Context: an optimization exercise on an open-source flow, tuned for small area. The choices shown serve that exercise and are no tape-out recipe. The RTL was checked by simulation tests, not by an equivalence proof against the original design. Power figures rest on the tool's default switching activity, not on a simulated workload. The clock port is modelled as an ideal driver; clocking choices that lean on that would not hold on a real chip.

**design/flow/design.v**
```verilog
`timescale 1ns / 1ps
module filter_mod #(
    parameter WIDTH = 8,
    parameter DEPTH = 64,
    parameter LINE_BITS = 10,
    parameter ROWS = 48,
    parameter COLS = 64
)
(
    input clk,
    input reset,
    input [WIDTH-1:0] r_data_in,
    input [WIDTH-1:0] g_data_in,
    input [WIDTH-1:0] b_data_in,
    input data_in_done,
    output [WIDTH-1:0] r_data_out,
    output [WIDTH-1:0] g_data_out,
    output [WIDTH-1:0] b_data_out,
    output data_out_done
);
localparam TAPS = 2 * COLS;
reg [3*WIDTH-1:0] hist [0:TAPS-1];
wire [3*WIDTH-1:0] pix_in = {r_data_in, g_data_in, b_data_in};
integer k;
always @(posedge clk) begin
    hist[0] <= pix_in;
    for (k = 1; k < TAPS; k = k + 1)
        hist[k] <= hist[k-1];
end
reg [5:0] col;       
reg [5:0] row;       
always @(posedge clk) begin
    if (reset) begin
        col <= 6'd0;
        row <= 6'd62;
    end else if (data_in_done) begin
        col <= col + 6'd1;
        if (col == 6'd0)
            row <= (row == ROWS-1) ? 6'd0 : row + 6'd1;
    end
end
wire run = ~(row[5] & row[4]);    
wire top_row = (row == 6'd0);
wire bot_row = (row == ROWS-1);
wire lft_col = (col == 6'd1);    
wire rgt_col = (col == 6'd0);    
wire [3*WIDTH-1:0] p_below  = pix_in;
wire [3*WIDTH-1:0] p_right  = hist[COLS-2];
wire [3*WIDTH-1:0] p_centre = hist[COLS-1];
wire [3*WIDTH-1:0] p_left   = hist[COLS];
wire [3*WIDTH-1:0] p_above  = hist[TAPS-1];
function [WIDTH-1:0] sharpen;
    input [WIDTH-1:0] c, l, r, a, b;
    reg [11:0] s;    
    begin
        s = {2'b00, c, 2'b00} + {4'b0000, c}
          - {4'b0000, l} - {4'b0000, r}
          - {4'b0000, a} - {4'b0000, b};
        if (s[11])
            sharpen = {WIDTH{1'b0}};
        else if (s[10:8] != 3'b000)
            sharpen = {WIDTH{1'b1}};
        else
            sharpen = s[7:0];
    end
endfunction
genvar ch;
generate
    for (ch = 0; ch < 3; ch = ch + 1) begin : chan
        wire [WIDTH-1:0] c = p_centre[ch*WIDTH +: WIDTH];
        wire [WIDTH-1:0] l = lft_col ? {WIDTH{1'b0}} : p_left[ch*WIDTH +: WIDTH];
        wire [WIDTH-1:0] r = rgt_col ? {WIDTH{1'b0}} : p_right[ch*WIDTH +: WIDTH];
        wire [WIDTH-1:0] a = top_row ? {WIDTH{1'b0}} : p_above[ch*WIDTH +: WIDTH];
        wire [WIDTH-1:0] b = bot_row ? {WIDTH{1'b0}} : p_below[ch*WIDTH +: WIDTH];
        wire [WIDTH-1:0] y = sharpen(c, l, r, a, b);
    end
endgenerate
reg [WIDTH-1:0] r_q, g_q, b_q;
reg done_q;
always @(posedge clk) begin
    r_q <= chan[0].y;
    g_q <= chan[1].y;
    b_q <= chan[2].y;
end
always @(posedge clk) begin
    if (reset)
        done_q <= 1'b0;
    else
        done_q <= data_in_done & run;
end
assign r_data_out = r_q;
assign g_data_out = g_q;
assign b_data_out = b_q;
assign data_out_done = done_q;
endmodule
```
**design/flow/config.mk**
```make
export PLATFORM = sky130hd
export DESIGN_NAME = filter_mod
export DESIGN_NICKNAME = filter_mod
export VERILOG_FILES = /design/flow/design.v
export SDC_FILE = /design/flow/constraint.sdc
export NUM_CORES = 4
export LEC_CHECK = 0
export CAP_MARGIN = 20
export CORE_MARGIN = 2
export CORE_UTILIZATION = 60
export SETUP_SLACK_MARGIN = 0.3
export SLEW_MARGIN = 20
```
**design/flow/flow/run.sh**
```bash
#!/bin/bash
# The standard layout with three changes that leave every register as the standard
# synthesis makes it:
#  - carry lookahead mapped with Yosys's own Brent-Kung $lcu instead of Kogge-Stone
#    (SYNTH_OPERATIONS_ARGS set, so synth.tcl adds no -extra-map),
#  - redundant inverters between full adders removed from the synthesised netlist
#    (flow/invpush.py: a full adder is self-dual),
#  - small port buffers, and clock tree synthesis without dummy loads.
# Each step's output goes to a log file of its own in this folder.
set -euo pipefail
export BUFFER_PORTS_ARGS="-buffer_cell sky130_fd_sc_hd__buf_1"
export CTS_ARGS="-sink_clustering_enable -repair_clock_nets -dont_use_dummy_load -root_buf sky130_fd_sc_hd__clkbuf_16 -tree_buf sky130_fd_sc_hd__clkbuf_8 -sink_clustering_buffer sky130_fd_sc_hd__clkbuf_16 -sink_clustering_size 32 -sink_clustering_max_diameter 70"
export SYNTH_OPERATIONS_ARGS="-nofsm"
RES=orfs/results/sky130hd/filter_mod/base
bash standard.sh synth > flow_synth.log 2>&1
cp $RES/1_2_yosys.v 1_2_yosys.orig.v
python3 flow/invpush.py 1_2_yosys.orig.v $RES/1_2_yosys.v > flow_invpush.log 2>&1
rm -f $RES/1_synth.odb $RES/1_synth.sdc
bash standard.sh finish > flow_finish.log 2>&1
```
**design/flow/standard.sh**
```bash
#!/bin/bash
# synth_recipe.tcl (not shown) runs the flow's synth.tcl, then flattens the netlist and writes it again
# the make line also repeats each setting of config.mk as NAME=value (left out here)
make -C /OpenROAD-flow-scripts/flow DESIGN_CONFIG=/design/flow/config.mk WORK_HOME=/design/flow/orfs CLKGATE_MAP_FILE= SYNTH_SCRIPT=/design/flow/synth_recipe.tcl "${@:-finish}"
```
**design/flow/flow/invpush.py**
```python
#!/usr/bin/env python3
"""Remove redundant inverters around full adders in a flat Yosys netlist.

A full adder is self-dual: FA(~a, ~b, ~c) = (~cout, ~sum). Each fa_1 may thus be
"flipped" (inputs and outputs complemented) without changing the function.
This chooses flips greedily to minimise the number of inverters, then rewrites the
netlist with one inverter per signal that still needs its complement.

usage: invpush.py IN.v OUT.v
"""
import re
import sys
from collections import defaultdict

INV = "sky130_fd_sc_hd__inv_1"
FA = "sky130_fd_sc_hd__fa_1"
OUT_PINS = {"X", "Y", "Q", "Q_N", "SUM", "COUT", "HI", "LO"}

src = open(sys.argv[1]).read()
cell_re = re.compile(r"^(\s*)(sky130_fd_sc_hd__\w+)\s+(\S+)\s*\((.*?)\);\s*$", re.S | re.M)
pin_re = re.compile(r"\.(\w+)\(\s*(\\\S+\s|[^()\s]+)\s*\)")

mod_start = src.index("module ")
mod_end = src.rindex("endmodule")
header_end = src.index(");", mod_start) + 2
header = src[mod_start:header_end]
ports = set()
for m in re.finditer(r"^\s*(input|output|inout)\s+(\[[^\]]*\]\s*)?(\\\S+\s|[^\s;]+)\s*;", src, re.M):
    ports.add(m.group(3).strip())

cells = []
for m in cell_re.finditer(src):
    pins = [(p, n.strip()) for p, n in pin_re.findall(m.group(4))]
    cells.append({"type": m.group(2), "name": m.group(3), "pins": pins, "span": m.span()})

def base_name(net):
    # strip bit select for port membership tests
    return re.sub(r"\s*\[\d+\]$", "", net)

def is_port(net):
    return base_name(net) in ports or net in ports

driver = {}
for i, c in enumerate(cells):
    for p, n in c["pins"]:
        if p in OUT_PINS:
            driver[n] = (i, p)

# inverters that may be removed: internal input and output nets
removable = set()
for i, c in enumerate(cells):
    if c["type"] == INV:
        d = dict(c["pins"])
        if not is_port(d["Y"]) and not is_port(d["A"]):
            removable.add(i)

def resolve(net):
    par = 0
    seen = 0
    while net in driver and driver[net][0] in removable and seen < 100:
        i = driver[net][0]
        net = dict(cells[i]["pins"])["A"]
        par ^= 1
        seen += 1
    return net, par

# loads per base net: (cell index, pin, parity)
loads = defaultdict(list)
for i, c in enumerate(cells):
    if i in removable:
        continue
    for p, n in c["pins"]:
        if p not in OUT_PINS:
            b, par = resolve(n)
            loads[b].append((i, p, par))

# flippable full adders: output nets internal
flippable = set()
for i, c in enumerate(cells):
    if c["type"] == FA and not any(is_port(n) for p, n in c["pins"]):
        flippable.add(i)
flip = defaultdict(int)

def base_of_driver_pin(i, p):
    return dict(cells[i]["pins"])[p]

def net_cost(b):
    prov = 0
    if b in driver and driver[b][0] in flippable:
        prov = flip[driver[b][0]]
    for (i, p, par) in loads[b]:
        need = par ^ (flip[i] if i in flippable else 0)
        if need != prov:
            return 1
    return 0

def cell_nets(i):
    nets = set()
    for p, n in cells[i]["pins"]:
        if p in OUT_PINS:
            nets.add(n)
        else:
            nets.add(resolve(n)[0])
    return nets

before = sum(net_cost(b) for b in list(loads.keys()))
improved = True
while improved:
    improved = False
    for i in sorted(flippable):
        nets = cell_nets(i)
        c0 = sum(net_cost(b) for b in nets)
        flip[i] ^= 1
        c1 = sum(net_cost(b) for b in nets)
        if c1 < c0:
            improved = True
        else:
            flip[i] ^= 1
after = sum(net_cost(b) for b in list(loads.keys()))

# rewrite connections
new_pins = {i: dict(c["pins"]) for i, c in enumerate(cells)}
new_invs = []
k = 0
for b in list(loads.keys()):
    prov = flip[driver[b][0]] if (b in driver and driver[b][0] in flippable) else 0
    comp = None
    for (i, p, par) in loads[b]:
        need = par ^ (flip[i] if i in flippable else 0)
        if need == prov:
            new_pins[i][p] = b
        else:
            if comp is None:
                comp = "_ipush%d_" % k
                k += 1
                new_invs.append((comp, b))
            new_pins[i][p] = comp

def fmt(typ, name, pins, indent="  "):
    body = ",\n".join("%s  .%s(%s)" % (indent, p, n if not n.startswith("\\") else n + " ") for p, n in pins)
    return "%s%s %s (\n%s\n%s);" % (indent, typ, name, body, indent)

out = []
pos = 0
for i, c in enumerate(cells):
    s, e = c["span"]
    out.append(src[pos:s])
    if i not in removable:
        order = [p for p, n in c["pins"]]
        out.append("\n" + fmt(c["type"], c["name"], [(p, new_pins[i][p]) for p in order]))
    pos = e
tail = src[pos:]
extra_wires = "".join("  wire %s;\n" % w for w, _ in new_invs)
extra_cells = "".join("\n" + fmt(INV, "%s_c" % w[:-1] + "_", [("A", b if not b.startswith("\\") else b), ("Y", w)]) for w, b in new_invs)
tail = tail.replace("endmodule", extra_cells + "\nendmodule", 1)
text = "".join(out) + tail
# declare new wires right after the header
text = text[:header_end] + "\n" + extra_wires + text[header_end:]
open(sys.argv[2], "w").write(text)
print("invpush: %d removable inverters, signal complements %d -> %d, %d adders flipped"
      % (len(removable), before, after, sum(1 for i in flippable if flip[i])))
```
**design/flow/constraint.sdc**
```tcl
create_clock -name core_clock -period 6.0 [get_ports {clk}]
set_input_delay 1.2000 -clock core_clock [delete_from_list [all_inputs] [get_ports {clk}]]
set_output_delay 1.2000 -clock core_clock [all_outputs]
set_load 0.01 [all_outputs]
```
==> results of run 1 <==
## stage by stage
step                area [µm²]  power (mW)  cells  hold slack (ps)
CTS                      71590       30.54   5220            239.2
global placement         68680       21.88   5103            309.6
global route             71610       31.32   5220            232.5
detailed placement       68680       21.89   5103            312.1
floorplan                66640       21.76   3570            309.6
finish                   71620       30.17   5225            241.7
## worst max-delay path, stage by stage, from the launching register on
cell and delay, ps:
dfxtp_1 370, nor4_4 400, nand2_2 300, buf_4 270, nand2_1 90, fa_1 440, fa_1 550, inv_1 50
fa_1 500, fa_1 440, o21ai_0 410, a21o_1 220, a31o_2 180, fa_1 450, nor3_2 330, a21boi_0 140
## sequential cells by signal, summed over array words and instances (netlist names)
name and flops:
done_q 1, row 6, g_q 8, col 6, b_q 8, hist 3072, r_q 8
## path summary, 6_finish.rpt
kind / endpoint / slack, ps / from
worst max register to register: b_q[2] / 730 / col[2]
worst min-delay path: hist[13][3] / 240 / hist[12][3]
worst min register to register: hist[13][3] / 240 / hist[12][3]
worst max-delay path: b_q[2] / 730 / col[2]
## power by group through the flow
stage / Combinational [mW] / Clock (mW) / Sequential, mW
2_1_floorplan: 0.165 / 0 / 21.6
3_3_place_gp: 0.247 / 0 / 21.6
3_5_place_dp: 0.252 / 0 / 21.6
4_1_cts: 0.256 / 9.10 / 21.2
5_1_grt: 0.292 / 9.81 / 21.2
6_report: 0.254 / 8.76 / 21.2
## final cells by class
type | count | area, µm² | share of cell area
clock buffer | 115 | 2878 | 0.04018
tap | 1488 | 1862 | 0.02600
sequential | 3109 | 62240 | 0.8690
multi-input combinational | 374 | 4083 | 0.05700
timing repair buffer | 59 | 264.0 | 0.003686
antenna | 5 | 12.51 | 0.0001747
inverter | 75 | 281.5 | 0.003931
## cells in the final DEF, fill, tap and decap left out, drive strengths merged, types with 7 or more instances in the layout
cell type	n
a21o	8
nor2	7
ha	48
a21boi	21
and2	36
clkbuf	115
dfxtp	3109
a21oi	9
inv	75
buf	59
fa	105
nand2	72
xor2	16
## metal layers
metal  up-vias  track usage
li1      11161            -
met1     10556       0.2067
met2       248       0.1814
met3       143      0.02684
met4         4      0.04360
met5         -            0
## repair_timing
item	in CTS	in global routing
endpoints found under the hold margin	0	0
pin swaps	0	0
endpoints found under the setup margin	14	22
resized for setup	1	4
setup buffers	2	0
==> results by group, run 1 <==
Route
  • Topmost layer with routed signal wires: met5
  • Drt pass-1 iters: 4
  • Wire length per cell after detailed routing: 13.93 µm
  • Count of unresolved DRC violations after routing: 0
  • Wire length on met2: 27,850 µm
  • Initial DRC Count: 1,026
  • Routed wl met3: 3234 µm
  • Vias per cell: 4.232
  • Via count: 22,112
  • Antenna Nets Post-Route: 0
  • Total wire length: 72,780 µm
  • WL met1: 39,520 µm

Power
  • Switching power total: 5.574 mW
  • Switching Fraction: 0.1848
  • Sequential fraction of design power: 0.701
  • Cell internal pwr: 24.60 mW
  • Total power density per cell area: 421.3 mW/mm²
  • IR drop worst, VDD: 0.0003166 V
  • Part of the total power dissipated in combinational logic: 0.008
  • Clock Power Share: 0.290
  • Leakage Power: 28.91 nW

Global routing
  • Overall global routing resource usage: 0.1314
  • Vias in the first global route: 22,362
  • Antenna violations before repair: 7
  • Aggregate global routing overflow: 0
  • First-pass GRT wire length: 117,400 µm
  • Pin count of the biggest net entering global routing: 33

Synth
  • Nets in the synthesized netlist: 3,750
  • Number of warning messages in the yosys log: 2
  • Number of standard cells after synthesis: 3,570
  • Mean Syn Cell Area: 18.67 µm²
  • Combined area of all synthesized cells: 0.06664 mm²

Setup path
  • Critical-path maximum fanout: 10
  • Required time of the critical path: 6570 ps
  • Endpoint class of the critical path: flip-flop
  • Arr. time, crit path: 5840 ps
  • Startpoint type of the worst setup path: flip-flop
  • Count of cells along the worst register-to-register path: 15
  • Setup CP Type: flip-flop to flip-flop

Floorplan
  • Die boundary height: 337.3 µm
  • Area of the core: 0.1104 mm²
  • Initial Utilization: 0.6038
  • Number of placed I/O pins: 52
  • Die outline area: 0.1138 mm²
  • Number of core rows: 122
  • DIE WIDTH: 337.3 µm

Timing
  • Final number of hold-violating endpoints: 0
  • Rel. slew slack: 0.5916
  • Actual slew at the worst max-slew pin: 612.5 ps
  • Slack of the critical path: 728.1 ps
  • Highest Clock Rate: 0.1897 GHz
  • Post-route minimum period: 5272 ps
  • Final Cycle Share: 0.8787
  • RSZ-0062 raised after global routing: no
  • Final number of setup-violating endpoints: 0
  • Worst setup skew after layout: 67.57 ps
  • Final-layout setup total negative slack: 0 ps
  • Total count of max-transition violations in the final report: 0

Run status
  • Outcome: complete, no violations

Placed design
  • Placer's final routability congestion estimate: 0.7772
  • Setup WS pre-CTS: 300.3 ps
  • HPWL reported at the end of detailed placement: 42,680 µm
  • Number of port buffers: 51

Finish
  • Final cell utilization of the core: 0.6489
  • Fillcell total: 7,496
  • Post-layout nets: 3,914
  • Ratio of cells with drive above 1 in the final layout: 0.03751
  • Layout area overhead: 7.471%

Job
  • Count of maximum capacitance violations: 0

CTS
  • Insertion delay to the later sink of the worst-skew pair: 700 ps
  • Clock tree from TritonCTS: done
  • Hold bufs inserted after CTS: 0
  • Root Buffer: clkbuf_16
  • CTS clock-pin slew for the worst setup and hold paths: 110 ps
  • CTS max path bufs: 3
  • H-tree depth reported by CTS: 3
  • Sink count of the clock tree: 3,109
  • Number of buffers created by CTS: 115

Worst hold path
  • Number of stages on the worst hold path: 0
  • Worst hold path class: flip-flop to flip-flop
==> run 2: changes to the inputs <==
--- a/design/flow/flow/run.sh
+++ b/design/flow/flow/run.sh
@@ -10,5 +10,5 @@
 set -euo pipefail
 export BUFFER_PORTS_ARGS="-buffer_cell sky130_fd_sc_hd__buf_1"
-export CTS_ARGS="-sink_clustering_enable -repair_clock_nets -dont_use_dummy_load -root_buf sky130_fd_sc_hd__clkbuf_16 -tree_buf sky130_fd_sc_hd__clkbuf_8 -sink_clustering_buffer sky130_fd_sc_hd__clkbuf_16 -sink_clustering_size 32 -sink_clustering_max_diameter 70"
+export CTS_ARGS="-sink_clustering_enable -repair_clock_nets -dont_use_dummy_load -root_buf sky130_fd_sc_hd__clkbuf_16 -tree_buf sky130_fd_sc_hd__clkbuf_8 -sink_clustering_buffer sky130_fd_sc_hd__clkbuf_16 -sink_clustering_size 36 -sink_clustering_max_diameter 80"
 export SYNTH_OPERATIONS_ARGS="-nofsm"
 RES=orfs/results/sky130hd/filter_mod/base
==> results by group, run 2 <==
Run status
  • Outcome: complete, no violations

Finish
  • Layout area overhead: 6.874%
  • Commonest non-fill, non-tap cell in the layout: dfxtp_1
  • Final standard cell area without fillers: 0.07122 mm²
  • Register bank with the most flops: hist
  • Ratio of cells with drive above 1 in the final layout: 0.03337
  • Sequential standard cell area: 0.06224 mm²
  • Non-filler cells, final: 5,210
  • Fillcell total: 7,553
  • Most frequent cells in the layout: 3,109 x dfxtp_1, 105 x fa_1, 99 x clkbuf_16, 75 x inv_1, 70 x nand2_1
  • Multi-input logic area: 0.004083 mm²
  • Post-layout nets: 3,898
  • Number of flip-flops in the largest register: 3,072

Timing
  • RSZ-0062 raised after global routing: no
  • Total count of max-transition violations in the final report: 0
  • Actual slew at the worst max-slew pin: 593.2 ps
  • Worst setup skew after layout: 82.24 ps
  • Final Cycle Share: 0.8838
  • Highest Clock Rate: 0.1886 GHz
  • Final hold slack: 241.9 ps
  • Post-route minimum period: 5303 ps
  • Final-layout setup total negative slack: 0 ps
  • Final number of setup-violating endpoints: 0
  • Final number of hold-violating endpoints: 0
  • Rel. slew slack: 0.6045

Route
  • Vias per cell: 4.218
  • Total wire length: 72,350 µm
  • Count of unresolved DRC violations after routing: 0
  • Initial DRC Count: 988
  • Via count: 21,976
  • Drt pass-1 iters: 4
  • Antenna Nets Post-Route: 0
  • Wire length per cell after detailed routing: 13.89 µm

Placed design
  • HPWL reported at the end of detailed placement: 42,680 µm
  • Placed instance count: 5,103
  • Placer's final routability congestion estimate: 0.7772
  • Number of port buffers: 51
  • Post-Place Cell Area: 0.06868 mm²

Global routing
  • Aggregate global routing overflow: 0
  • Antenna violations before repair: 7
  • Overall global routing resource usage: 0.1306
  • First-pass GRT wire length: 116,800 µm
  • Pin count of the biggest net entering global routing: 37
  • Vias in the first global route: 22,199

CTS
  • Insertion delay to the later sink of the worst-skew pair: 720 ps
  • CTS clock-pin slew for the worst setup and hold paths: 120 ps
  • Root Buffer: clkbuf_16
  • Sink count of the clock tree: 3,109
  • Number of buffers created by CTS: 99
  • Clock tree from TritonCTS: done
  • CTS max path bufs: 3
  • H-tree depth reported by CTS: 3

Synth
  • Number of standard cells after synthesis: 3,570
  • Mean Syn Cell Area: 18.67 µm²
  • Combined area of all synthesized cells: 0.06664 mm²
  • Nets in the synthesized netlist: 3,750
  • Number of warning messages in the yosys log: 2

Floorplan
  • Number of core rows: 122
  • Die boundary height: 337.3 µm
  • Area of the core: 0.1104 mm²
  • Number of placed I/O pins: 52
  • DIE WIDTH: 337.3 µm
  • Die outline area: 0.1138 mm²
  • Initial Utilization: 0.6038

Job
  • Count of maximum capacitance violations: 0

Power
  • Cell internal pwr: 24.16 mW
  • Total power density per cell area: 416.4 mW/mm²
  • Switching Fraction: 0.1852
  • Clock Power Share: 0.278
  • Switching power total: 5.493 mW
  • IR drop worst, VDD: 0.0003158 V
  • Sequential fraction of design power: 0.714
  • Part of the total power dissipated in combinational logic: 0.009
  • Leakage Power: 28.71 nW

Setup path
  • Endpoint class of the critical path: flip-flop
  • Critical-path maximum fanout: 10
  • Worst path top cell family by delay: adder cells
  • Arr. time, crit path: 5860 ps
  • Setup CP Type: flip-flop to flip-flop
  • Cell with the biggest individual delay on the critical path: fa_1
  • FF-to-FF setup slack: 700 ps
  • Slowest stage delay, CP: 550 ps
  • Most used cell, CP: fa_1
  • Required time of the critical path: 6560 ps
  • Cell-by-cell trace of the critical path: nor4_4 > nand2_2 > buf_4 > nand2_1 > fa_1 > fa_1 > inv_1 > fa_1 > fa_1 > o21ai_0 > a21o_1 > a31o_2 > fa_1 > nor3_2 > a21boi_0
  • Startpoint type of the worst setup path: flip-flop
  • Number of buffer and inverter stages on the critical path: 2

Worst hold path
  • Worst hold path class: flip-flop to flip-flop
## run 2: changes by cell type in the layout (fill, tap and decap cells not counted), sizes merged
cell / before / now
diode: 5 / 6
clkbuf: 115 / 99
## run 2: worst reg2reg max path: stages (launching register included)
cell	delay (ps)
dfxtp_1	370
nor4_4	400
nand2_2	300
buf_4	270
nand2_1	90
fa_1	440
fa_1	550
inv_1	50
fa_1	500
fa_1	440
o21ai_0	430
a21o_1	230
a31o_2	180
fa_1	450
nor3_2	330
a21boi_0	160
## run 2: per-layer routing
| metal | share of wire | global-route usage | wire length, µm |
|---|---|---|---|
| met1 | 0.55 | 0.2070 | 39730 |
| met2 | 0.38 | 0.1803 | 27520 |
| met3 | 0.045 | 0.02725 | 3223 |
| met4 | 0.026 | 0.03875 | 1846 |
| met5 | 0.00041 | 0 | 30 |
## run 2: final timing paths
| kind | from | to | cells past startpoint |
|---|---|---|---|
| max | col[2] | b_q[4] | 15 |
| min reg2reg | hist[126][8] | hist[127][8] | 0 |
| min | hist[126][8] | hist[127][8] | 0 |
| max reg2reg | col[2] | b_q[4] | 15 |
## run 2: area by class of cell
class                   instances  area share
diodes                          6   0.0002108
flip-flops and latches       3109      0.8739
repair buffers                 59    0.003707
multi-input cells             374     0.05732
clock buffers                  99     0.03478
inverters                      75    0.003953
well taps                    1488     0.02614
## run 2: repair_timing
item / in CTS / in global routing
gates resized for setup: 1 / 4
pin swaps: 0 / 0
setup endpoints to repair: 13 / 21
hold endpoints to repair: 0 / 0
hold buffers: 0 / 0
buffers inserted: 2 / 0
## run 2: power by group through the flow
stage | registers, mW | clock network (mW) | logic, mW
2_1_floorplan | 21.6 | 0 | 0.165
3_3_place_gp | 21.6 | 0 | 0.247
3_5_place_dp | 21.6 | 0 | 0.252
4_1_cts | 21.2 | 8.56 | 0.257
5_1_grt | 21.2 | 9.26 | 0.292
6_report | 21.2 | 8.24 | 0.255
## run 2: through the flow
stage	utilization	power, mW	worst slack (ps)
3_5_place_dp	0.6223	21.89	300.3
4_1_cts	0.6451	30.00	348.7
3_3_place_gp	0.6223	21.88	471.3
6_report	0.6453	29.66	697.3
5_1_grt	0.6452	30.77	318.3
2_1_floorplan	-	21.76	967.1
==> run 3: changes to the inputs <==
--- a/design/flow/config.mk
+++ b/design/flow/config.mk
@@ -9,4 +9,4 @@
 export CORE_MARGIN = 2
 export CORE_UTILIZATION = 60
-export SETUP_SLACK_MARGIN = 0.3
+export SETUP_SLACK_MARGIN = 0.1
 export SLEW_MARGIN = 20
==> results by group, run 3 <==
CTS
  • CTS max path bufs: 3
  • Sink count of the clock tree: 3,109
  • Insertion delay to the later sink of the worst-skew pair: 720 ps
  • Clock tree from TritonCTS: done
  • H-tree depth reported by CTS: 3
  • CTS clock-pin slew for the worst setup and hold paths: 120 ps
  • Number of buffers created by CTS: 99
  • Root Buffer: clkbuf_16

Setup path
  • Number of buffer and inverter stages on the critical path: 2
  • Slowest stage delay, CP: 550 ps
  • Setup CP Type: flip-flop to flip-flop
  • Required time of the critical path: 6560 ps
  • FF-to-FF setup slack: 700 ps
  • Worst path top cell family by delay: adder cells
  • Launch instance of the worst register-to-register path: col[2]
  • Arr. time, crit path: 5850 ps
  • R2R Path End: b_q[4]
  • Count of cells along the worst register-to-register path: 15
  • Startpoint type of the worst setup path: flip-flop
  • Cell-by-cell trace of the critical path: nor4_4 > nand2_2 > buf_4 > nand2_1 > fa_1 > fa_1 > inv_1 > fa_1 > fa_1 > o21ai_0 > a21o_1 > a31o_2 > fa_1 > nor3_2 > a21boi_0
  • Cell with the biggest individual delay on the critical path: fa_1
  • Endpoint class of the critical path: flip-flop
  • Most used cell, CP: fa_1
  • Critical-path maximum fanout: 10

Timing
  • Highest Clock Rate: 0.1888 GHz
  • Total count of max-transition violations in the final report: 0
  • Rel. slew slack: 0.5955
  • Final-layout setup total negative slack: 0 ps
  • Post-route minimum period: 5298 ps
  • Final number of setup-violating endpoints: 0
  • Final number of hold-violating endpoints: 0
  • Final hold slack: 241.9 ps
  • RSZ-0062 raised after global routing: no
  • Worst setup skew after layout: 82.24 ps
  • Actual slew at the worst max-slew pin: 606.8 ps
  • Slack of the critical path: 702.2 ps
  • Final Cycle Share: 0.8830

Finish
  • Most frequent cells in the layout: 3,109 x dfxtp_1, 105 x fa_1, 99 x clkbuf_16, 75 x inv_1, 70 x nand2_1
  • Number of flip-flops in the largest register: 3,072
  • Layout area overhead: 6.874%
  • Commonest non-fill, non-tap cell in the layout: dfxtp_1
  • Register bank with the most flops: hist
  • Ratio of cells with drive above 1 in the final layout: 0.03337
  • Fillcell total: 7,551
  • Post-layout nets: 3,898

Placed design
  • Setup WS pre-CTS: 300.3 ps
  • Placer's final routability congestion estimate: 0.7772
  • HPWL reported at the end of detailed placement: 42,680 µm
  • Number of port buffers: 51

Global routing
  • Aggregate global routing overflow: 0
  • Pin count of the biggest net entering global routing: 37
  • First-pass GRT wire length: 116,800 µm
  • Vias in the first global route: 22,183
  • Antenna violations before repair: 7
  • Overall global routing resource usage: 0.1305

Worst hold path
  • Launch point of the worst hold path: hist[126][8]
  • Endpoint of the worst hold path: hist[127][8]
  • Worst hold path class: flip-flop to flip-flop
  • Number of stages on the worst hold path: 0

Floorplan
  • Area of the core: 0.1104 mm²
  • Number of placed I/O pins: 52
  • Number of core rows: 122
  • Die boundary height: 337.3 µm
  • Die outline area: 0.1138 mm²
  • DIE WIDTH: 337.3 µm
  • Initial Utilization: 0.6038

Power
  • IR drop worst, VDD: 0.0003160 V
  • Pwr Total: 29.66 mW
  • Total power density per cell area: 416.4 mW/mm²
  • Leakage Power: 28.71 nW

Synth
  • Combined area of all synthesized cells: 0.06664 mm²
  • Number of standard cells after synthesis: 3,570
  • Nets in the synthesized netlist: 3,750
  • Number of warning messages in the yosys log: 2
  • Mean Syn Cell Area: 18.67 µm²

Route
  • Drt pass-1 iters: 4
  • Antenna Nets Post-Route: 0
  • Initial DRC Count: 974
  • Total wire length: 72,250 µm
  • Vias per cell: 4.216
  • Wire length per cell after detailed routing: 13.87 µm
  • Via count: 21,965
  • Count of unresolved DRC violations after routing: 0

Run status
  • Outcome: complete, no violations

Job
  • Count of maximum capacitance violations: 0
## run 3: cell counts in the layout (fill, tap and decap cells not counted)
Identical to the previous run, type by type.
## run 3: stage by stage
step | util | cell area (µm²) | instances
after floorplan | - | 66640 | 3570
after global placement | 0.6223 | 68680 | 5103
after detailed placement | 0.6223 | 68680 | 5103
after CTS | 0.6448 | 71160 | 5202
after global routing | 0.6452 | 71210 | 5204
final | 0.6453 | 71220 | 5210
## run 3: worst register-to-register path, cell delays in order, from the launching register on
cell and delay (ps):
dfxtp_1 370, nor4_4 400, nand2_2 300, buf_4 270, nand2_1 90, fa_1 440, fa_1 550, inv_1 50
fa_1 500, fa_1 440, o21ai_0 430, a21o_1 230, a31o_2 180, fa_1 450, nor3_2 330, a21boi_0 160
## run 3: where the power goes
group / total (mW) / internal, mW / leakage (nW) / switching, mW
Clock: 8.24 / 3.00 / 1.22 / 5.24
Combinational: 0.254 / 0.100 / 1.98 / 0.154
Sequential: 21.2 / 21.1 / 25.5 / 0.101
## run 3: metal layers
| metal | GRT usage | vias up | part of all wire |
|---|---|---|---|
| met3 | 0.02725 | 124 | 0.047 |
| met1 | 0.2069 | 10475 | 0.55 |
| met4 | 0.03866 | 4 | 0.025 |
| li1 | - | 11139 | - |
| met2 | 0.1801 | 223 | 0.38 |
| met5 | 0 | - | 0.00042 |
## run 3: worst max-delay path by stage
stage	slack, ps	cells past startpoint	start	to
global route	320	15	col[2]	b_q[4]
finish	700	15	col[2]	b_q[4]
floorplan	970	13	r_data_in[7]	b_q[3]
global placement	470	14	b_data_in[3]	r_q[7]
detailed placement	300	17	row[0]	b_q[7]
CTS	230	16	row[1]	r_q[2]
## run 3: timing repair
item                                    4_1_cts  5_1_grt
endpoints found under the setup margin        0       21
gates resized for setup                       0        5
setup buffers                                 0        2
hold buffers                                  0        0
## run 3: area by class of cell
cell class / instances / area [µm²] / area share
Timing Repair Buffer: 59 / 264.0 / 0.003707
Antenna cell: 6 / 15.01 / 0.0002108
Tap cell: 1488 / 1862 / 0.02614
Sequential cell: 3109 / 62240 / 0.8739
Multi-Input combinational cell: 374 / 4083 / 0.05732
Clock buffer: 99 / 2477 / 0.03478
Inverter: 75 / 281.5 / 0.003953
==> run 4: changes to the inputs <==
--- a/design/flow/config.mk
+++ b/design/flow/config.mk
@@ -8,5 +8,5 @@
 export CAP_MARGIN = 20
 export CORE_MARGIN = 2
-export CORE_UTILIZATION = 60
-export SETUP_SLACK_MARGIN = 0.1
+export CORE_UTILIZATION = 50
+export SETUP_SLACK_MARGIN = 0.3
 export SLEW_MARGIN = 20
==> results by group, run 4 <==
Run status
  • Outcome: complete, no violations

Setup path
  • Setup CP Type: flip-flop to flip-flop
  • Cell with the biggest individual delay on the critical path: fa_1
  • FF-to-FF setup slack: 640 ps
  • Cell-by-cell trace of the critical path: nor4_4 > nand2_1 > buf_4 > nand2_1 > fa_1 > fa_1 > fa_1 > ha_1 > a21oi_1 > o21ai_0 > a21o_1 > a31o_2 > fa_1 > nor3_2 > a21boi_0
  • Startpoint type of the worst setup path: flip-flop
  • Launch instance of the worst register-to-register path: col[5]
  • Most used cell, CP: fa_1
  • Critical-path maximum fanout: 9
  • Required time of the critical path: 6550 ps
  • Arr. time, crit path: 5910 ps
  • Setup crit start: col[5]
  • Number of buffer and inverter stages on the critical path: 1
  • Endpoint class of the critical path: flip-flop
  • Slowest stage delay, CP: 520 ps
  • Worst path top cell family by delay: adder cells

Placed design
  • HPWL reported at the end of detailed placement: 43,050 µm
  • Placer's final routability congestion estimate: 0.7710
  • Post-Place Cell Area: 0.06902 mm²
  • Number of port buffers: 51

Finish
  • Ratio of cells with drive above 1 in the final layout: 0.03335
  • Layout area overhead: 7.424%
  • Final standard cell area without fillers: 0.07159 mm²
  • Register bank with the most flops: hist
  • Post-layout nets: 3,900
  • Commonest non-fill, non-tap cell in the layout: dfxtp_1
  • Final cell utilization of the core: 0.5425
  • Number of flip-flops in the largest register: 3,072
  • Most frequent cells in the layout: 3,109 x dfxtp_1, 105 x fa_1, 101 x clkbuf_16, 75 x inv_1, 72 x nand2_1

CTS
  • Clock tree from TritonCTS: done
  • CTS max path bufs: 3
  • Insertion delay to the later sink of the worst-skew pair: 750 ps
  • Root Buffer: clkbuf_16
  • H-tree depth reported by CTS: 3
  • Sink count of the clock tree: 3,109
  • CTS clock-pin slew for the worst setup and hold paths: 120 ps
  • Number of buffers created by CTS: 101

Global routing
  • Pin count of the biggest net entering global routing: 37
  • Vias in the first global route: 21,526
  • First-pass GRT wire length: 113,800 µm
  • Overall global routing resource usage: 0.1067
  • Aggregate global routing overflow: 0
  • Antenna violations before repair: 11

Route
  • Via count: 21,886
  • Drt pass-1 iters: 4
  • Antenna Nets Post-Route: 0
  • Total wire length: 70,730 µm
  • Wire length per cell after detailed routing: 12.92 µm
  • Initial DRC Count: 1,199
  • Count of unresolved DRC violations after routing: 0
  • Vias per cell: 3.998

Floorplan
  • Die boundary height: 369.1 µm
  • Number of placed I/O pins: 52
  • Number of core rows: 133
  • Area of the core: 0.1320 mm²
  • DIE WIDTH: 369.1 µm
  • Initial Utilization: 0.5050
  • Die outline area: 0.1362 mm²

Timing
  • Final number of setup-violating endpoints: 0
  • Actual slew at the worst max-slew pin: 654.6 ps
  • Final number of hold-violating endpoints: 0
  • Worst setup skew after layout: 93.05 ps
  • Final-layout setup total negative slack: 0 ps
  • Highest Clock Rate: 0.1866 GHz
  • Final Cycle Share: 0.8934
  • Total count of max-transition violations in the final report: 0
  • Final hold slack: 241.6 ps
  • Post-route minimum period: 5360 ps
  • Rel. slew slack: 0.5610
  • RSZ-0062 raised after global routing: no

Synth
  • Number of warning messages in the yosys log: 2
  • Number of standard cells after synthesis: 3,570
  • Combined area of all synthesized cells: 0.06664 mm²
  • Nets in the synthesized netlist: 3,750
  • Mean Syn Cell Area: 18.67 µm²

Power
  • Leakage Power: 28.73 nW
  • Total power density per cell area: 415.2 mW/mm²
  • IR drop worst, VDD: 0.0002948 V
  • Pwr Total: 29.72 mW

Worst hold path
  • Launch point of the worst hold path: hist[45][15]
  • Worst hold path class: flip-flop to flip-flop

Job
  • Count of maximum capacitance violations: 0
## run 4: final timing paths
kind,end,depth (start not counted)
worst max-delay path,b_q[5],15
worst min-delay path,hist[46][15],0
worst max register to register,b_q[5],15
worst min register to register,hist[46][15],0
## run 4: through the flow
stage               setup WS (ps)  cells
floorplan                   967.1   3570
global placement            365.1   5371
detailed placement          256.5   5371
CTS                         417.4   5473
global route                330.0   5473
finish                      639.8   5474
## run 4: area by class of cell
type / instances / area [µm²]
clock buffers: 101 / 2527
flip-flops and latches: 3109 / 62240
diodes: 1 / 2.502
well taps: 1755 / 2196
fillers: 10329 / 60370
inverters: 75 / 281.5
multi-input cells: 374 / 4078
repair buffers: 59 / 264.0
## run 4: power breakdown
part           leakage, nW  switching [mW]  internal [mW]
combinational         1.98           0.142         0.0993
clock                 1.24            5.26           3.05
sequential            25.5           0.100           21.1
total                 28.7            5.51           24.2
## run 4: layer usage
metal	part of all wire	global-route usage	vias up	routed length, µm
li1	-	-	11145	-
met1	0.55	0.1748	10402	38980
met2	0.35	0.1362	224	25010
met3	0.072	0.02414	115	5118
met4	0.023	0.03509	0	1634
met5	0	0	-	0
## run 4: repair_timing
item | 4_1_cts | 5_1_grt
pin swaps | 0 | 0
setup endpoints to repair | 21 | 21
gates cloned | 0 | 0
hold buffers | 0 | 0
setup buffers | 1 | 0
resized for setup | 0 | 3
==> run 5: changes to the inputs <==
--- a/design/flow/flow/run.sh
+++ b/design/flow/flow/run.sh
@@ -10,5 +10,5 @@
 set -euo pipefail
 export BUFFER_PORTS_ARGS="-buffer_cell sky130_fd_sc_hd__buf_1"
-export CTS_ARGS="-sink_clustering_enable -repair_clock_nets -dont_use_dummy_load -root_buf sky130_fd_sc_hd__clkbuf_16 -tree_buf sky130_fd_sc_hd__clkbuf_8 -sink_clustering_buffer sky130_fd_sc_hd__clkbuf_16 -sink_clustering_size 36 -sink_clustering_max_diameter 80"
+export CTS_ARGS="-sink_clustering_enable -repair_clock_nets -dont_use_dummy_load -root_buf sky130_fd_sc_hd__clkbuf_16 -tree_buf sky130_fd_sc_hd__clkbuf_8 -sink_clustering_buffer sky130_fd_sc_hd__clkbuf_16 -sink_clustering_size 38 -sink_clustering_max_diameter 60"
 export SYNTH_OPERATIONS_ARGS="-nofsm"
 RES=orfs/results/sky130hd/filter_mod/base
--- a/design/flow/config.mk
+++ b/design/flow/config.mk
@@ -8,5 +8,5 @@
 export CAP_MARGIN = 20
 export CORE_MARGIN = 2
-export CORE_UTILIZATION = 50
+export CORE_UTILIZATION = 60
 export SETUP_SLACK_MARGIN = 0.3
 export SLEW_MARGIN = 20
==> results by group, run 5 <==
CTS
  • Number of buffers created by CTS: 134
  • Sink count of the clock tree: 3,109
  • Clock tree from TritonCTS: done
  • Root Buffer: clkbuf_16
  • Insertion delay to the later sink of the worst-skew pair: 750 ps
  • CTS max path bufs: 3
  • CTS clock-pin slew for the worst setup and hold paths: 110 ps
  • H-tree depth reported by CTS: 4
  • Hold bufs inserted after CTS: 0

Setup path
  • Setup CP Type: flip-flop to flip-flop
  • Number of buffer and inverter stages on the critical path: 2
  • Slowest stage delay, CP: 490 ps
  • Launch instance of the worst register-to-register path: col[5]
  • Startpoint type of the worst setup path: flip-flop
  • Required time of the critical path: 6540 ps
  • Arr. time, crit path: 5850 ps
  • Count of cells along the worst register-to-register path: 16
  • Critical-path maximum fanout: 10
  • Critical Path Stages: 16
  • Worst setup path end: b_q[4]
  • Setup crit start: col[5]
  • Cell-by-cell trace of the critical path: nor4_4 > nand2_2 > buf_4 > and2_1 > fa_1 > fa_1 > inv_1 > fa_1 > ha_1 > a21o_1 > a31o_2 > a21o_1 > a31o_2 > fa_1 > nor3_2 > a21boi_0
  • R2R Path End: b_q[4]
  • Most used cell, CP: fa_1
  • Endpoint class of the critical path: flip-flop
  • Worst path top cell family by delay: adder cells
  • Cell with the biggest individual delay on the critical path: fa_1
  • FF-to-FF setup slack: 690 ps

Placed design
  • Number of port buffers: 51
  • Placer's final routability congestion estimate: 0.7772
  • Setup WS pre-CTS: 300.3 ps
  • HPWL reported at the end of detailed placement: 42,680 µm

Timing
  • Highest Clock Rate: 0.1884 GHz
  • Final number of hold-violating endpoints: 0
  • Rel. slew slack: 0.6136
  • Post-route minimum period: 5307 ps
  • Final Cycle Share: 0.8845
  • Slack of the critical path: 693.2 ps
  • Final hold slack: 237.8 ps
  • Worst setup skew after layout: 86.42 ps
  • Final number of setup-violating endpoints: 0
  • Final-layout setup total negative slack: 0 ps
  • Actual slew at the worst max-slew pin: 579.6 ps
  • Total count of max-transition violations in the final report: 0
  • RSZ-0062 raised after global routing: no

Finish
  • Fillcell total: 7,483
  • Multi-input logic area: 0.004083 mm²
  • Register bank with the most flops: hist
  • Number of flip-flops in the largest register: 3,072
  • Sequential standard cell area: 0.06224 mm²
  • Most frequent cells in the layout: 3,109 x dfxtp_1, 118 x clkbuf_16, 105 x fa_1, 75 x inv_1, 70 x nand2_1
  • Commonest non-fill, non-tap cell in the layout: dfxtp_1
  • Layout area overhead: 7.932%
  • Ratio of cells with drive above 1 in the final layout: 0.04290
  • Final cell utilization of the core: 0.6517
  • Post-layout nets: 3,935

Route
  • Antenna Nets Post-Route: 0
  • Via count: 22,241
  • Vias per cell: 4.240
  • Initial DRC Count: 998
  • Wire length per cell after detailed routing: 13.88 µm
  • Drt pass-1 iters: 4
  • Total wire length: 72,820 µm
  • Count of unresolved DRC violations after routing: 0

Global routing
  • Antenna violations before repair: 8
  • Aggregate global routing overflow: 0
  • Vias in the first global route: 22,662
  • Pin count of the biggest net entering global routing: 39
  • Overall global routing resource usage: 0.1332
  • First-pass GRT wire length: 118,000 µm

Floorplan
  • Initial Utilization: 0.6038
  • Number of core rows: 122
  • Die boundary height: 337.3 µm
  • Area of the core: 0.1104 mm²
  • Die outline area: 0.1138 mm²
  • Number of placed I/O pins: 52
  • DIE WIDTH: 337.3 µm

Synth
  • Combined area of all synthesized cells: 0.06664 mm²
  • Mean Syn Cell Area: 18.67 µm²
  • Nets in the synthesized netlist: 3,750
  • Number of warning messages in the yosys log: 2
  • Number of standard cells after synthesis: 3,570

Worst hold path
  • Worst hold path class: flip-flop to flip-flop

Power
  • Leakage Power: 29.07 nW
  • Total power density per cell area: 424.7 mW/mm²
  • IR drop worst, VDD: 0.0003222 V

Job
  • Count of maximum capacitance violations: 0

Run status
  • Outcome: complete, no violations
run 5: final cells by class:
| type | count | area share |
|---|---|---|
| Sequential cell | 3109 | 0.8653 |
| Clock buffer | 134 | 0.04411 |
| Timing Repair Buffer | 61 | 0.003879 |
| Inverter | 75 | 0.003914 |
| Multi-Input combinational cell | 374 | 0.05676 |
| Tap cell | 1488 | 0.02588 |
| Antenna cell | 4 | 0.0001392 |
run 5: worst min path at each step:
| stage | to | slack (ps) | cells after the start | start |
|---|---|---|---|---|
| floorplan | hist[100][0] | 310 | 0 | hist[99][0] |
| global route | hist[70][8] | 250 | 0 | hist[69][8] |
| detailed placement | hist[100][5] | 310 | 0 | hist[99][5] |
| finish | hist[85][6] | 240 | 0 | hist[84][6] |
| global placement | hist[86][10] | 310 | 0 | hist[85][10] |
| CTS | hist[85][6] | 240 | 0 | hist[84][6] |
run 5: per-layer routing:
| layer | share of wire | up-vias | global-route usage | wire, µm |
|---|---|---|---|---|
| li1 | - | 11212 | - | - |
| met1 | 0.54 | 10606 | 0.2064 | 39370 |
| met2 | 0.38 | 272 | 0.1820 | 27990 |
| met3 | 0.047 | 147 | 0.03000 | 3436 |
| met4 | 0.027 | 4 | 0.05129 | 1996 |
| met5 | 0.00041 | - | 0 | 30 |
run 5: through the flow:
stage                     instance area [µm²]  std cells  power (mW)
after global routing                    71920       5241       31.73
after floorplan                         66640       3570       21.76
final                                   71930       5245       30.55
after CTS                               71900       5241       30.92
after global placement                  68680       5103       21.88
after detailed placement                68680       5103       21.89
run 5: worst reg2reg max path, delay by kind of cell (launching register included):
kind,cells,cell delay [ps]
simple gates,4,1230
compound gates,5,1010
buf+inv,2,330
fa+ha+maj,5,2250
flops,1,350
run 5: timing repair:
item | CTS | global route
buffers inserted | 4 | 0
setup endpoints to repair | 12 | 21
gates cloned | 0 | 0
resized for setup | 2 | 5
run 5: power by group:
part | switching [mW] | internal (mW) | leakage, nW
Combinational | 0.155 | 0.101 | 1.99
Sequential | 0.102 | 21.1 | 25.5
Clock | 5.38 | 3.75 | 1.57
==> run 6: changes to the inputs <==
--- a/design/flow/flow/run.sh
+++ b/design/flow/flow/run.sh
@@ -10,5 +10,5 @@
 set -euo pipefail
 export BUFFER_PORTS_ARGS="-buffer_cell sky130_fd_sc_hd__buf_1"
-export CTS_ARGS="-sink_clustering_enable -repair_clock_nets -dont_use_dummy_load -root_buf sky130_fd_sc_hd__clkbuf_16 -tree_buf sky130_fd_sc_hd__clkbuf_8 -sink_clustering_buffer sky130_fd_sc_hd__clkbuf_16 -sink_clustering_size 38 -sink_clustering_max_diameter 60"
+export CTS_ARGS="-sink_clustering_enable -repair_clock_nets -buf_list {sky130_fd_sc_hd__clkbuf_8 sky130_fd_sc_hd__clkbuf_16} -dont_use_dummy_load -root_buf sky130_fd_sc_hd__clkbuf_16 -tree_buf sky130_fd_sc_hd__clkbuf_8 -sink_clustering_buffer sky130_fd_sc_hd__clkbuf_16 -sink_clustering_size 36 -sink_clustering_max_diameter 80"
 export SYNTH_OPERATIONS_ARGS="-nofsm"
 RES=orfs/results/sky130hd/filter_mod/base
==> results by group, run 6 <==
Setup path
  • Startpoint type of the worst setup path: flip-flop
  • Critical-path maximum fanout: 10
  • Setup CP Type: flip-flop to flip-flop
  • Endpoint class of the critical path: flip-flop
  • Arr. time, crit path: 5860 ps
  • Required time of the critical path: 6560 ps

Synth
  • Combined area of all synthesized cells: 0.06664 mm²
  • Number of standard cells after synthesis: 3,570
  • Nets in the synthesized netlist: 3,750
  • Mean Syn Cell Area: 18.67 µm²
  • Number of warning messages in the yosys log: 2

Run status
  • Outcome: complete, no violations

Finish
  • Most frequent cells in the layout: 3,109 x dfxtp_1, 105 x fa_1, 99 x clkbuf_16, 75 x inv_1, 70 x nand2_1
  • Register bank with the most flops: hist
  • Non-filler cells, final: 5,210
  • Layout area overhead: 6.874%
  • Commonest non-fill, non-tap cell in the layout: dfxtp_1
  • Ratio of cells with drive above 1 in the final layout: 0.03337
  • Number of flip-flops in the largest register: 3,072
  • Post-layout nets: 3,898

Timing
  • Final number of hold-violating endpoints: 0
  • Post-route minimum period: 5303 ps
  • Final Cycle Share: 0.8838
  • Highest Clock Rate: 0.1886 GHz
  • Final number of setup-violating endpoints: 0
  • Actual slew at the worst max-slew pin: 593.2 ps
  • Rel. slew slack: 0.6045
  • Final hold slack: 241.9 ps
  • Total count of max-transition violations in the final report: 0
  • RSZ-0062 raised after global routing: no
  • Final-layout setup total negative slack: 0 ps
  • Worst setup skew after layout: 82.24 ps

Power
  • IR drop worst, VDD: 0.0003158 V
  • Leakage Power: 28.71 nW
  • Pwr Total: 29.66 mW
  • Total power density per cell area: 416.4 mW/mm²

Route
  • Antenna Nets Post-Route: 0
  • Drt pass-1 iters: 4
  • Count of unresolved DRC violations after routing: 0
  • Initial DRC Count: 988
  • Vias per cell: 4.218
  • Via count: 21,976
  • Wire length per cell after detailed routing: 13.89 µm
  • Total wire length: 72,350 µm

Placed design
  • Placed instance count: 5,103
  • Number of port buffers: 51
  • Placer's final routability congestion estimate: 0.7772
  • HPWL reported at the end of detailed placement: 42,680 µm

Floorplan
  • Initial Utilization: 0.6038
  • DIE WIDTH: 337.3 µm
  • Number of core rows: 122
  • Die outline area: 0.1138 mm²
  • Number of placed I/O pins: 52
  • Die boundary height: 337.3 µm
  • Area of the core: 0.1104 mm²

Global routing
  • Aggregate global routing overflow: 0
  • First-pass GRT wire length: 116,800 µm
  • Overall global routing resource usage: 0.1306
  • Pin count of the biggest net entering global routing: 37
  • Vias in the first global route: 22,199
  • Antenna violations before repair: 7

CTS
  • Hold bufs inserted after CTS: 0
  • Number of buffers created by CTS: 99
  • Root Buffer: clkbuf_16
  • Insertion delay to the later sink of the worst-skew pair: 720 ps
  • CTS clock-pin slew for the worst setup and hold paths: 120 ps
  • H-tree depth reported by CTS: 3
  • Clock tree from TritonCTS: done
  • Sink count of the clock tree: 3,109
  • CTS max path bufs: 3

Worst hold path
  • Worst hold path class: flip-flop to flip-flop

Job
  • Count of maximum capacitance violations: 0
-- run 6: layout make-up --
class                           count  area, µm²
Sequential cell                  3109      62240
Fill cell                        7553      39140
Multi-Input combinational cell    374       4083
Clock buffer                       99       2477
Tap cell                         1488       1862
Inverter                           75      281.5
Timing Repair Buffer               59      264.0
Antenna cell                        6      15.01
-- run 6: timing repair --
| action | 4_1_cts | 5_1_grt |
|---|---|---|
| resized for setup | 1 | 4 |
| setup buffers | 2 | 0 |
| setup endpoints to repair | 13 | 21 |
| hold endpoints to repair | 0 | 0 |
-- run 6: through the flow --
step,area [µm²],utilization,worst slack (ps)
after global routing,71210,0.6452,318.3
after global placement,68680,0.6223,471.3
after detailed placement,68680,0.6223,300.3
after CTS,71190,0.6451,348.7
final,71220,0.6453,697.3
after floorplan,66640,-,967.1
-- run 6: critical path, cell delays in order, from the launching register on --
cell and delay (ps):
dfxtp_1 370, nor4_4 400, nand2_2 300, buf_4 270, nand2_1 90, fa_1 440, fa_1 550, inv_1 50
fa_1 500, fa_1 440, o21ai_0 430, a21o_1 230, a31o_2 180, fa_1 450, nor3_2 330, a21boi_0 160
-- run 6: worst paths after layout --
kind	slack, ps	startpoint	to	cells after the start
setup / recovery	700	col[2]	b_q[4]	15
hold / removal	240	hist[126][8]	hist[127][8]	0
setup reg to reg	700	col[2]	b_q[4]	15
hold reg to reg	240	hist[126][8]	hist[127][8]	0
-- run 6: where the power goes --
part	total (mW)	leakage (nW)	internal (mW)	switching [mW]
clock	8.24	1.22	3.00	5.24
sequential	21.2	25.5	21.1	0.102
combinational	0.255	1.98	0.100	0.155
-- run 6: layer usage --
layer,GRT usage,part of all wire,vias to the layer above
met1,0.2070,0.55,10480
met3,0.02725,0.045,126
li1,-,-,11141
met2,0.1803,0.38,225
met4,0.03875,0.026,4
met5,0,0.00041,-
==> run 7: changes to the inputs <==
--- a/design/flow/flow/run.sh
+++ b/design/flow/flow/run.sh
@@ -10,5 +10,5 @@
 set -euo pipefail
 export BUFFER_PORTS_ARGS="-buffer_cell sky130_fd_sc_hd__buf_1"
-export CTS_ARGS="-sink_clustering_enable -repair_clock_nets -buf_list {sky130_fd_sc_hd__clkbuf_8 sky130_fd_sc_hd__clkbuf_16} -dont_use_dummy_load -root_buf sky130_fd_sc_hd__clkbuf_16 -tree_buf sky130_fd_sc_hd__clkbuf_8 -sink_clustering_buffer sky130_fd_sc_hd__clkbuf_16 -sink_clustering_size 36 -sink_clustering_max_diameter 80"
+export CTS_ARGS="-sink_clustering_enable -repair_clock_nets -dont_use_dummy_load -root_buf sky130_fd_sc_hd__clkbuf_16 -tree_buf sky130_fd_sc_hd__clkbuf_8 -sink_clustering_buffer sky130_fd_sc_hd__clkbuf_16 -sink_clustering_size 34 -sink_clustering_max_diameter 75"
 export SYNTH_OPERATIONS_ARGS="-nofsm"
 RES=orfs/results/sky130hd/filter_mod/base
==> results by group, run 7 <==
Setup path
  • Arr. time, crit path: 5800 ps
  • Setup CP Type: flip-flop to flip-flop
  • Cell with the biggest individual delay on the critical path: fa_1
  • Most used cell, CP: fa_1
  • Required time of the critical path: 6510 ps
  • Worst path top cell family by delay: adder cells
  • Endpoint class of the critical path: flip-flop
  • Setup crit start: row[0]
  • Startpoint type of the worst setup path: flip-flop
  • Critical-path maximum fanout: 9
  • FF-to-FF setup slack: 710 ps
  • Number of buffer and inverter stages on the critical path: 3
  • Slowest stage delay, CP: 570 ps
  • Launch instance of the worst register-to-register path: row[0]
  • Cell-by-cell trace of the critical path: ha_1 > and3_1 > nand3b_1 > buf_4 > buf_4 > buf_4 > nand2_1 > fa_1 > fa_1 > fa_1 > ha_1 > a21o_1 > a31o_2 > a21o_1 > a31o_2 > fa_1 > nor3_2 > a21boi_0

Worst hold path
  • Worst hold path class: flip-flop to flip-flop
  • Launch point of the worst hold path: hist[69][8]

CTS
  • Insertion delay to the later sink of the worst-skew pair: 710 ps
  • Hold bufs inserted after CTS: 0
  • Sink count of the clock tree: 3,109
  • Clock tree from TritonCTS: done
  • Root Buffer: clkbuf_16
  • Number of buffers created by CTS: 106
  • CTS max path bufs: 3
  • H-tree depth reported by CTS: 3
  • CTS clock-pin slew for the worst setup and hold paths: 110 ps

Timing
  • RSZ-0062 raised after global routing: no
  • Actual slew at the worst max-slew pin: 600.9 ps
  • Post-route minimum period: 5292 ps
  • Rel. slew slack: 0.5994
  • Total count of max-transition violations in the final report: 0
  • Final number of setup-violating endpoints: 0
  • Slack of the critical path: 707.8 ps
  • Final number of hold-violating endpoints: 0
  • Final-layout setup total negative slack: 0 ps
  • Highest Clock Rate: 0.1890 GHz
  • Final Cycle Share: 0.8820
  • Worst setup skew after layout: 66.49 ps

Route
  • Count of unresolved DRC violations after routing: 0
  • Drt pass-1 iters: 4
  • Initial DRC Count: 991
  • Vias per cell: 4.232
  • Via count: 22,067
  • WL met1: 38,750 µm
  • Total wire length: 72,110 µm
  • Wire length on met2: 27,450 µm
  • Wire length per cell after detailed routing: 13.83 µm
  • Routed wl met3: 3811 µm
  • Topmost layer with routed signal wires: met5
  • Antenna Nets Post-Route: 0

Synth
  • Combined area of all synthesized cells: 0.06664 mm²
  • Number of standard cells after synthesis: 3,570
  • Mean Syn Cell Area: 18.67 µm²
  • Number of warning messages in the yosys log: 2
  • Nets in the synthesized netlist: 3,750

Finish
  • Post-layout nets: 3,905
  • Number of flip-flops in the largest register: 3,072
  • Most frequent cells in the layout: 3,109 x dfxtp_1, 106 x clkbuf_16, 105 x fa_1, 75 x inv_1, 70 x nand2_1
  • Register bank with the most flops: hist
  • Layout area overhead: 7.106%
  • Ratio of cells with drive above 1 in the final layout: 0.03519
  • Commonest non-fill, non-tap cell in the layout: dfxtp_1

Global routing
  • Vias in the first global route: 22,307
  • Pin count of the biggest net entering global routing: 35
  • Aggregate global routing overflow: 0
  • Overall global routing resource usage: 0.1304
  • Antenna violations before repair: 7
  • First-pass GRT wire length: 116,600 µm

Floorplan
  • Number of core rows: 122
  • Initial Utilization: 0.6038
  • Area of the core: 0.1104 mm²
  • Die outline area: 0.1138 mm²
  • Number of placed I/O pins: 52
  • DIE WIDTH: 337.3 µm
  • Die boundary height: 337.3 µm

Placed design
  • Number of port buffers: 51
  • Setup WS pre-CTS: 300.3 ps
  • HPWL reported at the end of detailed placement: 42,680 µm
  • Placer's final routability congestion estimate: 0.7772

Job
  • Count of maximum capacitance violations: 0

Power
  • IR drop worst, VDD: 0.0003151 V
  • Total power density per cell area: 418.6 mW/mm²
  • Leakage Power: 28.79 nW

Run status
  • Outcome: complete, no violations
## run 7: path summary, 6_finish.rpt
kind,end,cells after the start
max,r_q[2],18
min,hist[70][8],0
max reg2reg,r_q[2],18
min reg2reg,hist[70][8],0
## run 7: cell type report
| class | instances | area [µm²] |
|---|---|---|
| clock buffer | 106 | 2653 |
| fill | 7552 | 38990 |
| timing repair buffer | 59 | 251.5 |
| inverter | 75 | 281.5 |
| tap | 1488 | 1862 |
| antenna | 3 | 7.507 |
| multi-input combinational | 374 | 4083 |
| sequential | 3109 | 62240 |
## run 7: timing repair
action                                  CTS  global route
cloned                                    0             0
gates resized for setup                   1             5
setup buffers                             2             0
endpoints found under the hold margin     0             0
endpoints found under the setup margin   13            21
## run 7: per-layer routing
layer | up-vias | track usage
li1 | 11153 | -
met3 | 141 | 0.02702
met4 | 4 | 0.04151
met2 | 244 | 0.1795
met1 | 10525 | 0.2059
met5 | - | 0
## run 7: power by group
group          internal, mW  total [mW]  switching, mW
combinational        0.0998       0.253          0.153
clock                  3.19        8.46           5.27
sequential             21.1        21.2          0.102
total                  24.4        29.9           5.52
## run 7: through the flow
step           utilization  instances  power, mW  hold slack, ps  area, µm²
3_3_place_gp        0.6223       5103      21.88           309.6      68680
4_1_cts             0.6465       5211      30.22           278.8      71350
2_1_floorplan            -       3570      21.76           309.6      66640
3_5_place_dp        0.6223       5103      21.89           312.1      68680
5_1_grt             0.6467       5211      31.00           277.4      71370
6_report            0.6467       5214      29.88           278.7      71380
==> run 8: changes to the inputs <==
--- a/design/flow/flow/run.sh
+++ b/design/flow/flow/run.sh
@@ -10,5 +10,5 @@
 set -euo pipefail
 export BUFFER_PORTS_ARGS="-buffer_cell sky130_fd_sc_hd__buf_1"
-export CTS_ARGS="-sink_clustering_enable -repair_clock_nets -dont_use_dummy_load -root_buf sky130_fd_sc_hd__clkbuf_16 -tree_buf sky130_fd_sc_hd__clkbuf_8 -sink_clustering_buffer sky130_fd_sc_hd__clkbuf_16 -sink_clustering_size 34 -sink_clustering_max_diameter 75"
+export CTS_ARGS="-sink_clustering_enable -repair_clock_nets -dont_use_dummy_load -root_buf sky130_fd_sc_hd__clkbuf_16 -tree_buf sky130_fd_sc_hd__clkbuf_8 -sink_clustering_buffer sky130_fd_sc_hd__clkbuf_16 -sink_clustering_size 36 -sink_clustering_max_diameter 100"
 export SYNTH_OPERATIONS_ARGS="-nofsm"
 RES=orfs/results/sky130hd/filter_mod/base
==> results by group, run 8 <==
Placed design
  • Number of port buffers: 51
  • Placer's final routability congestion estimate: 0.7772
  • HPWL reported at the end of detailed placement: 42,680 µm
  • Post-Place Cell Area: 0.06868 mm²
  • Placed instance count: 5,103

Floorplan
  • Number of placed I/O pins: 52
  • Die outline area: 0.1138 mm²
  • Number of core rows: 122
  • Initial Utilization: 0.6038
  • Die boundary height: 337.3 µm
  • Area of the core: 0.1104 mm²
  • DIE WIDTH: 337.3 µm

Timing
  • Final number of setup-violating endpoints: 0
  • Rel. slew slack: 0.5987
  • Highest Clock Rate: 0.1868 GHz
  • Final number of hold-violating endpoints: 0
  • RSZ-0062 raised after global routing: no
  • Post-route minimum period: 5352 ps
  • Actual slew at the worst max-slew pin: 601.9 ps
  • Total count of max-transition violations in the final report: 0
  • Final-layout setup total negative slack: 0 ps
  • Final Cycle Share: 0.8921
  • Worst setup skew after layout: 94.96 ps

Finish
  • Most frequent cells in the layout: 3,109 x dfxtp_1, 105 x fa_1, 98 x clkbuf_16, 75 x inv_1, 70 x nand2_1
  • Final cell utilization of the core: 0.6450
  • Number of flip-flops in the largest register: 3,072
  • Ratio of cells with drive above 1 in the final layout: 0.03311
  • Final standard cell area without fillers: 0.07118 mm²
  • Register bank with the most flops: hist
  • Commonest non-fill, non-tap cell in the layout: dfxtp_1
  • Fillcell total: 7,538
  • Non-filler cells, final: 5,207
  • Layout area overhead: 6.810%
  • Post-layout nets: 3,897

CTS
  • CTS max path bufs: 3
  • H-tree depth reported by CTS: 3
  • Root Buffer: clkbuf_16
  • Sink count of the clock tree: 3,109
  • Number of buffers created by CTS: 98
  • Clock tree from TritonCTS: done
  • Hold bufs inserted after CTS: 0
  • Insertion delay to the later sink of the worst-skew pair: 700 ps
  • CTS clock-pin slew for the worst setup and hold paths: 120 ps

Global routing
  • First-pass GRT wire length: 116,900 µm
  • Antenna violations before repair: 7
  • Vias in the first global route: 22,258
  • Aggregate global routing overflow: 0
  • Overall global routing resource usage: 0.1306
  • Pin count of the biggest net entering global routing: 37

Route
  • Initial DRC Count: 1,083
  • Via count: 21,952
  • Drt pass-1 iters: 5
  • Total wire length: 72,450 µm
  • Wire length per cell after detailed routing: 13.91 µm
  • Antenna Nets Post-Route: 0
  • Vias per cell: 4.216
  • Count of unresolved DRC violations after routing: 0

Setup path
  • Required time of the critical path: 6500 ps
  • Setup CP Type: flip-flop to flip-flop
  • Critical-path maximum fanout: 7
  • Arr. time, crit path: 5850 ps
  • Startpoint type of the worst setup path: flip-flop
  • Endpoint class of the critical path: flip-flop

Job
  • Count of maximum capacitance violations: 0

Synth
  • Combined area of all synthesized cells: 0.06664 mm²
  • Number of standard cells after synthesis: 3,570
  • Nets in the synthesized netlist: 3,750
  • Number of warning messages in the yosys log: 2
  • Mean Syn Cell Area: 18.67 µm²

Power
  • Leakage Power: 28.69 nW
  • IR drop worst, VDD: 0.0002994 V
  • Total power density per cell area: 416.2 mW/mm²

Run status
  • Outcome: complete, no violations

Worst hold path
  • Worst hold path class: flip-flop to flip-flop
==> run 8: repair_timing <==
action,in CTS,in global routing
setup endpoints to repair,14,23
resized for setup,1,6
setup buffers,2,0
pin swaps,0,0
endpoints found under the hold margin,0,0
==> run 8: final cells by class <==
cell class                      count  area (µm²)  area share
Multi-Input combinational cell    374        4083     0.05736
Tap cell                         1488        1862     0.02616
Clock buffer                       98        2452     0.03445
Sequential cell                  3109       62240      0.8744
Antenna cell                        4       10.01   0.0001406
Inverter                           75       281.5    0.003955
Timing Repair Buffer               59       251.5    0.003533
==> run 8: path summary, 6_finish.rpt <==
kind                     from           to  slack (ps)  depth (start not counted)
hold reg to reg   hist[66][3]  hist[67][3]         270                          0
setup reg to reg       row[0]       r_q[6]         650                         17
hold / removal    hist[66][3]  hist[67][3]         270                          0
setup / recovery       row[0]       r_q[6]         650                         17
==> run 8: metal layers <==
layer | vias up | routed length, µm | GRT usage | share of wire
li1 | 11121 | - | - | -
met1 | 10472 | 39670 | 0.2070 | 0.55
met5 | - | 30 | 0 | 0.00041
met4 | 4 | 1658 | 0.04293 | 0.023
met2 | 238 | 27550 | 0.1800 | 0.38
met3 | 117 | 3543 | 0.02495 | 0.049
==> run 8: where the power goes <==
| part | leakage, nW | switching [mW] | internal [mW] |
|---|---|---|---|
| clock | 1.21 | 5.23 | 2.97 |
| sequential | 25.5 | 0.102 | 21.1 |
| combinational | 1.98 | 0.155 | 0.100 |
==> run 8: through the flow <==
stage	total power, mW	worst slack, ps	hold WS [ps]
after floorplan	21.76	967.1	309.6
after global placement	21.88	471.3	309.6
after detailed placement	21.89	300.3	312.1
after CTS	29.97	321.8	265.6
after global routing	30.75	351.7	256.6
final	29.63	647.6	266.1
==> run 8: worst max-delay path, cell delays in order (launching register included) <==
cell and delay, ps:
dfxtp_1 410, ha_1 180, and3_1 220, nand3b_1 250, buf_4 260, buf_4 160
nand2_1 90, fa_1 440, fa_1 570, fa_1 410, ha_1 340, a21o_1 190
a31o_2 240, a21o_1 190, a31o_2 260, fa_1 490, nor3_2 330, a21boi_0 160

-- separate check: timing with driven ports --
The results above use ideal ports. As a check the final layouts listed here were re-extracted and re-timed, cells and wires unchanged.
Step 1 sets driving cells, clkbuf_16 on the clock port and buf_2 on the other inputs (assumed; they add their load-dependent delay and slew).
Step 2, shift: input delay + t, output delay - t, t = (earliest + latest rising clock arrival at the registers) / 2. This alone moves slack from input paths to output paths.
Three values: ideal, step 1, step 2; two values: the first two.
run	t, ns	setup slack, ns	slew at the worst register clock pin (ns)
run 1	0.750	0.728 / 0.728 / 0.545	0.11 / 0.11
run 2	0.740	0.697 / 0.697 / 0.508	0.12 / 0.12
run 3	0.740	0.702 / 0.702 / 0.509	0.12 / 0.12
run 4	0.758	0.640 / 0.640 / 0.586	0.12 / 0.12
run 5	0.764	0.693 / 0.693 / 0.515	0.12 / 0.12
run 6	0.740	0.697 / 0.697 / 0.508	0.12 / 0.12
run 7	0.748	0.708 / 0.708 / 0.529	0.11 / 0.11
run 8	0.729	0.648 / 0.648 / 0.505	0.12 / 0.12
After both steps every run listed still meets setup and hold. For run 3, which loses most, drivers alone change the setup slack by 0.000 ns; drivers and shift together by -0.193 ns.
